This design comes from an exercise in tuning for small area on the open sky130 flow, not from production work. The RTL was checked by simulation tests, not by an equivalence proof against the original design. Power figures rest on the tool's default switching activity, not on a simulated workload.

==> flow/design.v <==
module ALU(A, B, OP, F, ZF, OF);
input [31:0] A, B;
input [2:0] OP;
output [31:0] F;
output ZF, OF;
wire sub = OP[0] | OP[1];                
wire [31:0] Bx = B ^ {32{sub}};
wire [31:0] P = A ^ Bx;
wire [31:0] G = A & Bx;
reg [31:0] g1, p1;
integer i, s;
always @(*)
begin
	g1 = G;
	p1 = P;
	g1[0] = G[0] | (P[0] & sub);
	for (s = 1; s < 32; s = s * 2)
		for (i = 2*s - 1; i < 32; i = i + 2*s) begin
			g1[i] = g1[i] | (p1[i] & g1[i-s]);
			p1[i] = p1[i] & p1[i-s];
		end
	for (s = 8; s >= 1; s = s / 2)
		for (i = 3*s - 1; i < 32; i = i + 2*s) begin
			g1[i] = g1[i] | (p1[i] & g1[i-s]);
			p1[i] = p1[i] & p1[i-s];
		end
end
wire [32:0] c = {g1, sub};
wire ltu = ~c[32];
wire [3:0] h = 4'b1 << A[1:0];
wire [31:0] t0 = ({32{h[0]}} & B) | ({32{h[1]}} & {B[30:0],1'b0}) | ({32{h[2]}} & {B[29:0],2'b0}) | ({32{h[3]}} & {B[28:0],3'b0});
wire [31:0] SH = (|A[31:5]) ? 32'b0 : (t0 << {A[4:2], 2'b00});
reg [3:0] tt;
always @(*)
	case (OP)
		3'b000: tt = 4'b1000;
		3'b001: tt = 4'b1110;
		3'b010: tt = 4'b0110;
		3'b011: tt = 4'b0001;
		3'b100: tt = 4'b0110;
		3'b101: tt = 4'b1001;
		default: tt = 4'b0000;
	endcase
wire o_sum = OP[2] & ~OP[1];
wire o_slt = OP[2] & OP[1] & ~OP[0];
wire [31:0] L;
genvar j;
generate for (j = 0; j < 32; j = j + 1) begin : b
	assign L[j] = tt[{A[j], B[j]}];
end endgenerate
assign F = (L ^ ({32{o_sum}} & c[31:0])) | SH & {32{OP[2] & OP[1] & OP[0]}} | {31'b0, o_slt & ltu};
assign OF = o_sum & (c[32] ^ c[31]);
assign ZF = ~|F;
endmodule
module Reg(RA, RB, WR, WA, WD, RDA, RDB, Clk, Reset);
input [4:0] RA, RB, WA;
input [31:0] WD;
input WR, Clk, Reset;
output [31:0] RDA, RDB;
reg [31:0] V;
wire [31:0] wsel = WR ? (32'b1 << WA) : 32'b0;
wire [31:0] asel = V & (32'b1 << RA);
wire [31:0] bsel = V & (32'b1 << RB);
always @(posedge Clk or posedge Reset)
	if (Reset)
		V <= 32'b0;
	else
		V <= V | wsel;
genvar i, j, g;
generate
	for (i = 0; i < 32; i = i + 1) begin : r
		reg [31:0] d;
		always @(posedge Clk)
			if (wsel[i])
				d <= WD;
	end
	for (j = 0; j < 32; j = j + 1) begin : c
		wire [10:0] qa, qb;
		for (g = 0; g < 10; g = g + 1) begin : t
			assign qa[g] = ~((r[3*g].d[j] & asel[3*g]) | (r[3*g+1].d[j] & asel[3*g+1])
				| (r[3*g+2].d[j] & asel[3*g+2]));
			assign qb[g] = ~((r[3*g].d[j] & bsel[3*g]) | (r[3*g+1].d[j] & bsel[3*g+1])
				| (r[3*g+2].d[j] & bsel[3*g+2]));
		end
		assign qa[10] = ~((r[30].d[j] & asel[30]) | (r[31].d[j] & asel[31]));
		assign qb[10] = ~((r[30].d[j] & bsel[30]) | (r[31].d[j] & bsel[31]));
		assign RDA[j] = ~&qa[3:0] | ~&qa[7:4] | ~&qa[10:8];
		assign RDB[j] = ~&qb[3:0] | ~&qb[7:4] | ~&qb[10:8];
	end
endgenerate
endmodule
module qzl(Clk, Instr, rs, rt, rd, func);
input Clk;
input [31:0] Instr;
output [4:0] rs, rt, rd;
output [5:0] func;
reg [31:0] Incode;
always @(posedge Clk)
	Incode <= Instr;
assign rs = Incode[25:21];
assign rt = Incode[20:16];
assign rd = Incode[15:11];
assign func = Incode[5:0];
endmodule
module CPU(Rst, Clk, Instr, ZF, OF, alu_out);
output ZF, OF;
output [31:0] alu_out;
input Rst, Clk;
input [31:0] Instr;
wire [5:0] func;
wire [4:0] rd, rs, rt;
reg [2:0] alu_op;
reg write;
wire [31:0] outa, outb;
qzl x1(Clk, Instr, rs, rt, rd, func);
always @(*)
begin
	write = 1'b1;
	case (func)
		6'b100000: alu_op = 3'b100;
		6'b100010: alu_op = 3'b101;
		6'b100100: alu_op = 3'b000;
		6'b100101: alu_op = 3'b001;
		6'b100110: alu_op = 3'b010;
		6'b100111: alu_op = 3'b011;
		6'b101011: alu_op = 3'b110;
		6'b000100: alu_op = 3'b111;
		default:
		begin
			alu_op = 3'b000;
			write = 1'b0;
		end
	endcase
end
Reg x2(rs, rt, write, rd, alu_out, outa, outb, Clk, Rst);
ALU x3(outa, outb, alu_op, alu_out, ZF, OF);
endmodule
module Top(Rst, Clk, SW, Instr, LED);
input Rst, Clk;
input [2:0] SW;
input [31:0] Instr;
output reg [7:0] LED;
wire ZF, OF;
wire [31:0] tmp;
CPU x4(Rst, Clk, Instr, ZF, OF, tmp);
always @(*)
begin
	case (SW)
		3'b000: LED = tmp[7:0];
		3'b001: LED = tmp[15:8];
		3'b010: LED = tmp[23:16];
		3'b011: LED = tmp[31:24];
		3'b100: LED = {OF, ZF, 6'b000000};
		default: LED = 8'h00;
	endcase
end
endmodule
==> flow/flow/run.sh <==
#!/bin/bash
set -euo pipefail
cd "$(dirname "$0")/.."
rm -rf scripts_own
cp -r "$FLOW_HOME/scripts" scripts_own
cp flow/abc_area.script scripts_own/abc_speed.script
CTS="-sink_clustering_enable -repair_clock_nets -dont_use_dummy_load"
CTS="$CTS -buf_list sky130_fd_sc_hd__clkbuf_4 -sink_clustering_size 10 -sink_clustering_max_diameter 40"
BP="-inputs -outputs -buffer_cell sky130_fd_sc_hd__buf_1"
bash standard.sh SCRIPTS_DIR="$PWD/scripts_own" "CTS_ARGS=$CTS" "BUFFER_PORTS_ARGS=$BP" finish > own_flow.log 2>&1
==> flow/flow/abc_area.script <==
&get -n
&st
&dch -f
&nf -R 1000
&put
==> flow/standard.sh <==
#!/bin/bash
# synth_recipe.tcl (not shown) runs the flow's synth.tcl, then flattens the netlist and writes it again
# the make line also repeats each setting of config.mk as NAME=value (left out here)
make -C /OpenROAD-flow-scripts/flow DESIGN_CONFIG=/design/flow/config.mk WORK_HOME=/design/flow/orfs CLKGATE_MAP_FILE= SYNTH_SCRIPT=/design/flow/synth_recipe.tcl "${@:-finish}"
==> flow/config.mk <==
export PLATFORM = sky130hd
export DESIGN_NAME = Top
export DESIGN_NICKNAME = Top
export VERILOG_FILES = /design/flow/design.v
export SDC_FILE = /design/flow/constraint.sdc
export NUM_CORES = 4
export LEC_CHECK = 0
export CAP_MARGIN = 15
export CORE_MARGIN = 2
export CORE_UTILIZATION = 55
export CTS_BUF_LIST = sky130_fd_sc_hd__clkbuf_4
export CTS_CLUSTER_DIAMETER = 40
export CTS_CLUSTER_SIZE = 10
export PLACE_DENSITY = 0.7
export SETUP_SLACK_MARGIN = 0.0
export SLEW_MARGIN = 15
==> flow/constraint.sdc <==
create_clock -name core_clock -period 14.0 [get_ports {Clk}]
set_input_delay 2.8000 -clock core_clock [delete_from_list [all_inputs] [get_ports {Clk}]]
set_output_delay 2.8000 -clock core_clock [all_outputs]
set_load 0.01 [all_outputs]
==> flow_metrics.env, run 1 <==
export IMPL_hpwl_um=101000
export IMPL_synth_edff_count=1024
export IMPL_ys_types=52
export IMPL_grt_total_usage_pct=40.5
export IMPL_clk_latency_ps=1080
export IMPL_htree_num_levels=4
export IMPL_fin_nets=3319
export IMPL_die_y_um=293
export IMPL_die_w_um=293
export IMPL_cts_made_buffers=140
export IMPL_critical_path_class="reg2out"
export IMPL_ys_flop_type="edfxtp_1"
export IMPL_crit_fanout=34
export IMPL_netlist_area_um2=45800
export IMPL_synth_top_family_by_area="compound AO/OA/AOI/OAI gates"
export IMPL_post_cts_buffers=0
export IMPL_setup_viol=0
export IMPL_path_clk_slew_ps=90
export IMPL_synth_adder_area_share_pct=0.847
export IMPL_ys_warn_count=5
export IMPL_cts_tree="yes"
export IMPL_async_reset_ff_share_pct=2.97
export IMPL_place_congestion=0.931
export IMPL_syn_nets=2999
export IMPL_synth_simple_area_share_pct=8.45
export IMPL_crit_buf_inv=4
export IMPL_drc=0
export IMPL_power_density_nw_per_um2=123
export IMPL_clock_sinks=1077
export IMPL_grt_pass1_wl_um=246000
export IMPL_die_area_um2=85600
export IMPL_cts_hold_buffers=0
export IMPL_via_per_inst=8.50
export IMPL_syn_to_final_growth_pct=9.34
export IMPL_grt_pass1_vias=35600
export IMPL_leakagePower_nw=15.5
export IMPL_dr_pass1_iters=15
export IMPL_ctsResizeCount=0
export IMPL_num_vias=36800
export IMPL_tns_ps=0
export IMPL_io_pins=45
export IMPL_synth_xor_area_share_pct=1.13
export IMPL_wirelength_um=176000
export IMPL_worst_ep_required_time_ps=11200
export IMPL_synth_compound_area_share_pct=18.7
export IMPL_fin_crit_ps=13070
export IMPL_clock_path_buffers=3
export IMPL_hold_ws_ps=490
export IMPL_grt_max_degree=65
export IMPL_drive_above_1_share_pct=11.5
export IMPL_root_buffer="clkbuf_4"
export IMPL_syn_instance_count=2931
export IMPL_clock_fmax_mhz=76.5
export IMPL_ys_ff_latch=1077
export IMPL_cp_top_family="compound AO/OA/AOI/OAI gates"
export IMPL_power_w=0.00616
export IMPL_fp_row_count=105
export IMPL_seq_area_frac_synth_pct=69.8
export IMPL_period_share_pct=93.3
export IMPL_grt_remaining_overflow=0
export IMPL_antenna_found_initial=8
export IMPL_drtIter0Drc=10900
export IMPL_io_buffer_count=33
export IMPL_core_area_um2=82200
export IMPL_synth_area_mux_share_pct=0.880
export IMPL_slowest_delay_ps=1160
export IMPL_hold_violations=0
export IMPL_worstPathArrival_ps=10270
export IMPL_hold_path_class="reg2reg"
export IMPL_peakVddDrop_uv=87.8
export IMPL_endpoint_kind="primary output"
export IMPL_final_cells=4325
export IMPL_status="no timing/DRC/antenna violations"
export IMPL_routedWlPerCell_um=40.7
export IMPL_maxCapViolCount=0
export IMPL_slowest_stage="o41ai_1"
export IMPL_start_util_pct=55.7
export IMPL_place_inst=4179
export IMPL_start_kind="flip-flop"
export IMPL_nFillCells=6199
export IMPL_fin_worst_skew_ps=162
export IMPL_final_max_slew_viol_count=0
export IMPL_rsz0062_at_grt="no"
export IMPL_worstMarginPinSlew_ps=1270
export IMPL_syn_area_per_cell_um2=15.6
export IMPL_drtAntennaViolNets=0
export IMPL_slew_headroom_pct=14.4
[worst register-to-register path, stage by stage, from the launching register on]
cell and delay [ps]:
dfxtp_1 960, buf_4 370, and4b_1 220, buf_4 310, a222oi_1 420, nand4_1 380
nor2_1 440, nand4_1 530, ha_1 510, a31o_1 180, a31oi_1 150, o211ai_1 560
a221oi_1 290, o41ai_1 1170, nand3_1 160, a21oi_1 280, xnor2_1 120, a221oi_1 820
clkinv_1 1270
[synthesized netlist by cell type (all sizes together), types with 4 or more instances]
cell type | instances | area (µm²)
a22oi | 88 | 661
nor3 | 23 | 115
and3 | 6 | 37.5
clkinv | 23 | 86.3
dfrtp | 32 | 801
nor2b | 13 | 81.3
dfxtp | 21 | 420
xor2 | 16 | 140
and4b | 9 | 90.1
nor2 | 200 | 751
and4 | 13 | 114
or3 | 7 | 43.8
mux2i | 38 | 380
nor4 | 20 | 125
a222oi | 669 | 6700
o31ai | 5 | 37.5
a21oi | 94 | 470
a31oi | 8 | 50.1
nor4b | 8 | 70.1
nand2 | 142 | 533
o21ai | 39 | 195
a21o | 9 | 67.6
a211oi | 28 | 210
and2 | 6 | 37.5
edfxtp | 1024 | 30700
nand4 | 202 | 1260
xnor2 | 43 | 377
or2 | 33 | 206
ha | 31 | 388
nor3b | 5 | 37.5
a221oi | 4 | 35.0
nor4bb | 8 | 80.1
nand3 | 26 | 130
nand2b | 10 | 62.6
[kinds of logic (layout without fill, tap and decap cells)]
| logic type | count (synthesis) | after routing |
|---|---|---|
| buffers and inverters | 23 | 341 |
| multiplexers | 40 | 40 |
| AND/OR/NAND/NOR | 742 | 742 |
| other | 0 | 6 |
| AO/OA/AOI/OAI | 959 | 959 |
| adder cells (fa/ha/maj) | 31 | 31 |
| flip-flops | 1077 | 1077 |
| XOR/XNOR | 59 | 59 |
[registers in the layout, indices dropped and copies added (netlist names)]
signal and count:
x4.x2.r.d 1024, x4.x2.V 32, x4.x1.Incode 21
[area by class of cell]
class	count	area [µm²]	area share, %
Tap cell	1070	1340	2.67
Inverter	23	86.3	0.172
Multi-Input combinational cell	1831	14400	28.7
Timing Repair Buffer	178	1240	2.47
Sequential cell	1077	32000	63.9
Clock buffer	140	1050	2.10
Antenna cell	6	15.0	0.0300
[metal layers]
layer | track usage (%) | part of all wire (%) | vias to the layer above
met5 | 1.08 | 0.099 | -
met4 | 26.9 | 7.6 | 10
met3 | 14.7 | 18 | 730
met2 | 57.7 | 42 | 3988
met1 | 52.2 | 32 | 17700
li1 | - | - | 14300
[worst paths after layout]
check	end	slack, ps	from	cells after the start
worst max-delay path	LED[6]	930	x4.x1.Incode[25]	27
worst min-delay path	x4.x2.V[15]	490	x4.x2.V[15]	1
worst max register to register	x4.x2.r[5].d[26]	4220	x4.x1.Incode[25]	18
worst min register to register	x4.x2.V[15]	490	x4.x2.V[15]	1
max in group asynchronous	x4.x2.V[29]	11740	Rst	3
min in group asynchronous	x4.x2.V[14]	1830	Rst	3
[cell usage in the layout (no fill, tap or decap), types with 10 or more instances in the layout]
master and count:
clkinv_1 22, dfrtp_1 32, nor2_4 33, nand4_1 202
mux2i_1 38, dfxtp_1 21, nand2_1 140, nor2b_1 11
nor2_1 165, a22oi_1 88, nor3_2 13, xor2_1 16
and4_1 12, a211oi_1 28, buf_1 33, o21ai_0 36
a21oi_1 93, nor3_1 10, or2_0 32, a222oi_1 669
xnor2_1 43, buf_4 143, nand3_1 26, ha_1 31
nand2b_1 10, clkbuf_4 140, edfxtp_1 1024, nor4_1 13
[stage by stage]
stage / area [µm²] / setup slack (ps) / util, %
4_1_cts: 50000 / 1480 / 60.8
3_5_place_dp: 49000 / 2520 / 59.6
6_report: 50100 / 933 / 60.9
3_3_place_gp: 49000 / 2530 / 59.6
5_1_grt: 50100 / 707 / 60.9
2_1_floorplan: 45800 / 2180 / -
[power by group]
| group | internal, W | switching, W | total [W] | leakage (nW) |
|---|---|---|---|---|
| logic | 0.000234 | 0.000729 | 0.000963 | 4.86 |
| clock network | 0.000460 | 0.000967 | 0.00143 | 0.644 |
| registers | 0.00374 | 0.0000301 | 0.00377 | 10.0 |
==> run 2: changes to the inputs <==
--- a/flow/config.mk
+++ b/flow/config.mk
@@ -9,3 +9,3 @@
 export CORE_MARGIN = 2
-export CORE_UTILIZATION = 55
+export CORE_UTILIZATION = 52
 export CTS_BUF_LIST = sky130_fd_sc_hd__clkbuf_4
@@ -13,3 +13,3 @@
 export CTS_CLUSTER_SIZE = 10
-export PLACE_DENSITY = 0.7
+export PLACE_DENSITY = 0.65
 export SETUP_SLACK_MARGIN = 0.0
==> flow_metrics.env, run 2 <==
export IMPL_status="no timing/DRC/antenna violations"
export IMPL_largest_reg_flops=1024
export IMPL_rsz0062_at_grt="no"
export IMPL_cts_hold_buffers=0
export IMPL_netlist_area_um2=45800
export IMPL_p_int_w=0.00445
export IMPL_seq_area_frac_synth_pct=69.8
export IMPL_grt_pass1_wl_um=245000
export IMPL_critical_path_class="reg2out"
export IMPL_peakVddDrop_uv=85.3
export IMPL_syn_instance_count=2931
export IMPL_slew_headroom_pct=18.9
export IMPL_clock_fmax_mhz=75.8
export IMPL_layout_commonest_cell="edfxtp_1"
export IMPL_via_per_inst=8.26
export IMPL_ys_ff_latch=1077
export IMPL_core_area_um2=87000
export IMPL_leakagePower_nw=15.6
export IMPL_synth_top_area_cell="edfxtp_1"
export IMPL_dr_pass1_iters=17
export IMPL_final_max_slew_viol_count=0
export IMPL_worstPathArrival_ps=10390
export IMPL_maxCapViolCount=0
export IMPL_crit_fanout=34
export IMPL_grt_max_degree=65
export IMPL_hpwl_um=102000
export IMPL_fin_crit_ps=13190
export IMPL_cts_made_buffers=146
export IMPL_synth_commonest_cells="edfxtp_1 (1,024), a222oi_1 (669), nand4_1 (202), nor2_1 (200), nand2_1 (142)"
export IMPL_die_area_um2=90400
export IMPL_top_regs="x4.x2.r.d: 1024 flops, x4.x2.V: 32 flops, x4.x1.Incode: 21 flops"
export IMPL_place_congestion=0.965
export IMPL_fin_worst_skew_ps=143
export IMPL_wirelength_um=178000
export IMPL_synth_edff_count=1024
export IMPL_grt_pass1_vias=35000
export IMPL_ys_types=52
export IMPL_start_util_pct=52.6
export IMPL_endpoint_kind="primary output"
export IMPL_worst_ep_required_time_ps=11200
export IMPL_antenna_found_initial=7
export IMPL_syn_area_per_cell_um2=15.6
export IMPL_grt_total_usage_pct=38.5
export IMPL_worstMarginPinSlew_ps=1210
export IMPL_die_y_um=301
export IMPL_drc=0
export IMPL_drtAntennaViolNets=0
export IMPL_io_pins=45
export IMPL_final_cell_mix="edfxtp_1 (1,024), a222oi_1 (669), nand4_1 (202)"
export IMPL_num_vias=36500
export IMPL_clock_path_buffers=3
export IMPL_swShare_pct=28.2
export IMPL_yosysMostFrequentCell="edfxtp_1"
export IMPL_clockPowerShare_pct=23.8
export IMPL_hold_path_class="reg2reg"
export IMPL_fp_row_count=108
export IMPL_io_buffer_count=33
export IMPL_drive_above_1_share_pct=11.7
export IMPL_tns_ps=0
export IMPL_period_share_pct=94.2
export IMPL_setup_viol=0
export IMPL_slowest_delay_ps=930
export IMPL_path_clk_slew_ps=100
export IMPL_drtIter0Drc=11200
export IMPL_routedWlPerCell_um=40.3
export IMPL_post_cts_buffers=0
export IMPL_htree_num_levels=4
export IMPL_layout_setup_ws_ps=806
export IMPL_finalCoreUtilization_pct=57.7
export IMPL_switchingPower_w=0.00175
export IMPL_synth_area_leaders="edfxtp_1 (67%), a222oi_1 (15%), nand4_1 (2.8%)"
export IMPL_start_kind="flip-flop"
export IMPL_hold_violations=0
export IMPL_nFillCells=6817
export IMPL_ctsResizeCount=0
export IMPL_root_buffer="clkbuf_4"
export IMPL_seq_power_share_pct=60.8
export IMPL_fin_nets=3331
export IMPL_place_ws_ps=2310
export IMPL_ys_flop_type="edfxtp_1"
export IMPL_synth_top_cell_area_share_pct=67.2
export IMPL_clk_latency_ps=1150
export IMPL_die_w_um=301
export IMPL_slowest_stage="clkinv_1"
export IMPL_syn_nets=2999
export IMPL_largest_register="x4.x2.r.d"
export IMPL_async_reset_ff_share_pct=2.97
export IMPL_power_density_nw_per_um2=123
export IMPL_syn_to_final_growth_pct=9.72
export IMPL_cts_tree="yes"
export IMPL_power_w=0.00620
export IMPL_hold_ws_ps=493
export IMPL_comb_power_share_pct=15.4
export IMPL_clock_sinks=1077
export IMPL_grt_remaining_overflow=0
export IMPL_ys_warn_count=5
run 2: logic make-up after synthesis:
| logic type | synth area share, % |
|---|---|
| compound gates | 18.7 |
| mux | 0.880 |
| xor+xnor | 1.13 |
| flops | 69.8 |
| simple gates | 8.45 |
| buf+inv | 0.189 |
| fa+ha+maj | 0.847 |
run 2: per-layer routing:
layer  GRT usage, %  wire length (µm)
met3           13.7             32200
met4           25.8             13400
met5           1.43               192
met1           50.0             58000
met2           54.3             74200
run 2: through the flow:
stage	area, µm²	instances
after floorplan	45800	2931
after detailed placement	49100	4269
after global routing	50200	4417
after CTS	50200	4415
final	50200	4418
after global placement	49100	4269
run 2: path summary, 6_finish.rpt:
kind	startpoint	endpoint	slack [ps]	cells past startpoint
min in group asynchronous	Rst	x4.x2.V[15]	1720	3
hold reg to reg	x4.x2.V[27]	x4.x2.V[27]	490	1
setup / recovery	x4.x1.Incode[19]	LED[6]	810	25
setup reg to reg	x4.x1.Incode[19]	x4.x2.r[3].d[27]	4700	20
hold / removal	x4.x2.V[27]	x4.x2.V[27]	490	1
max in group asynchronous	Rst	x4.x2.V[26]	11810	3
run 2: final cells by class:
class | count | area (µm²) | area share [%]
inverters | 23 | 86.3 | 0.172
diodes | 2 | 5.00 | 0.00996
repair buffers | 184 | 1280 | 2.54
clock buffers | 146 | 1100 | 2.18
well taps | 1155 | 1450 | 2.88
multi-input cells | 1831 | 14400 | 28.6
flip-flops and latches | 1077 | 32000 | 63.6
run 2: power groups by stage:
stage | sequential (W) | clock, W | combinational, W
2_1_floorplan | 0.00383 | 0 | 0.000500
3_3_place_gp | 0.00384 | 0 | 0.000881
3_5_place_dp | 0.00384 | 0 | 0.000907
4_1_cts | 0.00377 | 0.00148 | 0.000910
5_1_grt | 0.00377 | 0.00161 | 0.000995
6_report | 0.00377 | 0.00147 | 0.000957
run 2: worst max-delay path: cells and delay by family, from the launching register on:
family / cells / cell delay [ps]
AO/OA/AOI/OAI: 8 / 2500
XOR/XNOR: 2 / 400
adder cells (fa/ha/maj): 1 / 260
buffers and inverters: 4 / 1870
flip-flops: 1 / 870
AND/OR/NAND/NOR: 10 / 3420

what the ideal ports hide:
How much do the figures lean on ideal ports? The routed layouts below were timed once more, with nothing changed but the port constraints. Step 1, drivers: a clkbuf_16 drives Clk and a buf_2 each remaining input, both assumed. Step 2, shift: input delay + t, output delay - t, t = (earliest + latest rising clock arrival at the registers) / 2. This alone moves slack from input paths to output paths. a / b / c = ideal / step 1 / step 2; a / b = the first two.
run | t (ns) | setup slack, ns | worst register clock-pin slew, ns
run 1 | 1.066 | 0.933 / 0.868 / 1.934 | 0.12 / 0.12
run 2 | 1.143 | 0.806 / 0.743 / 1.886 | 0.11 / 0.11
After both steps setup and hold are still met in every run listed.
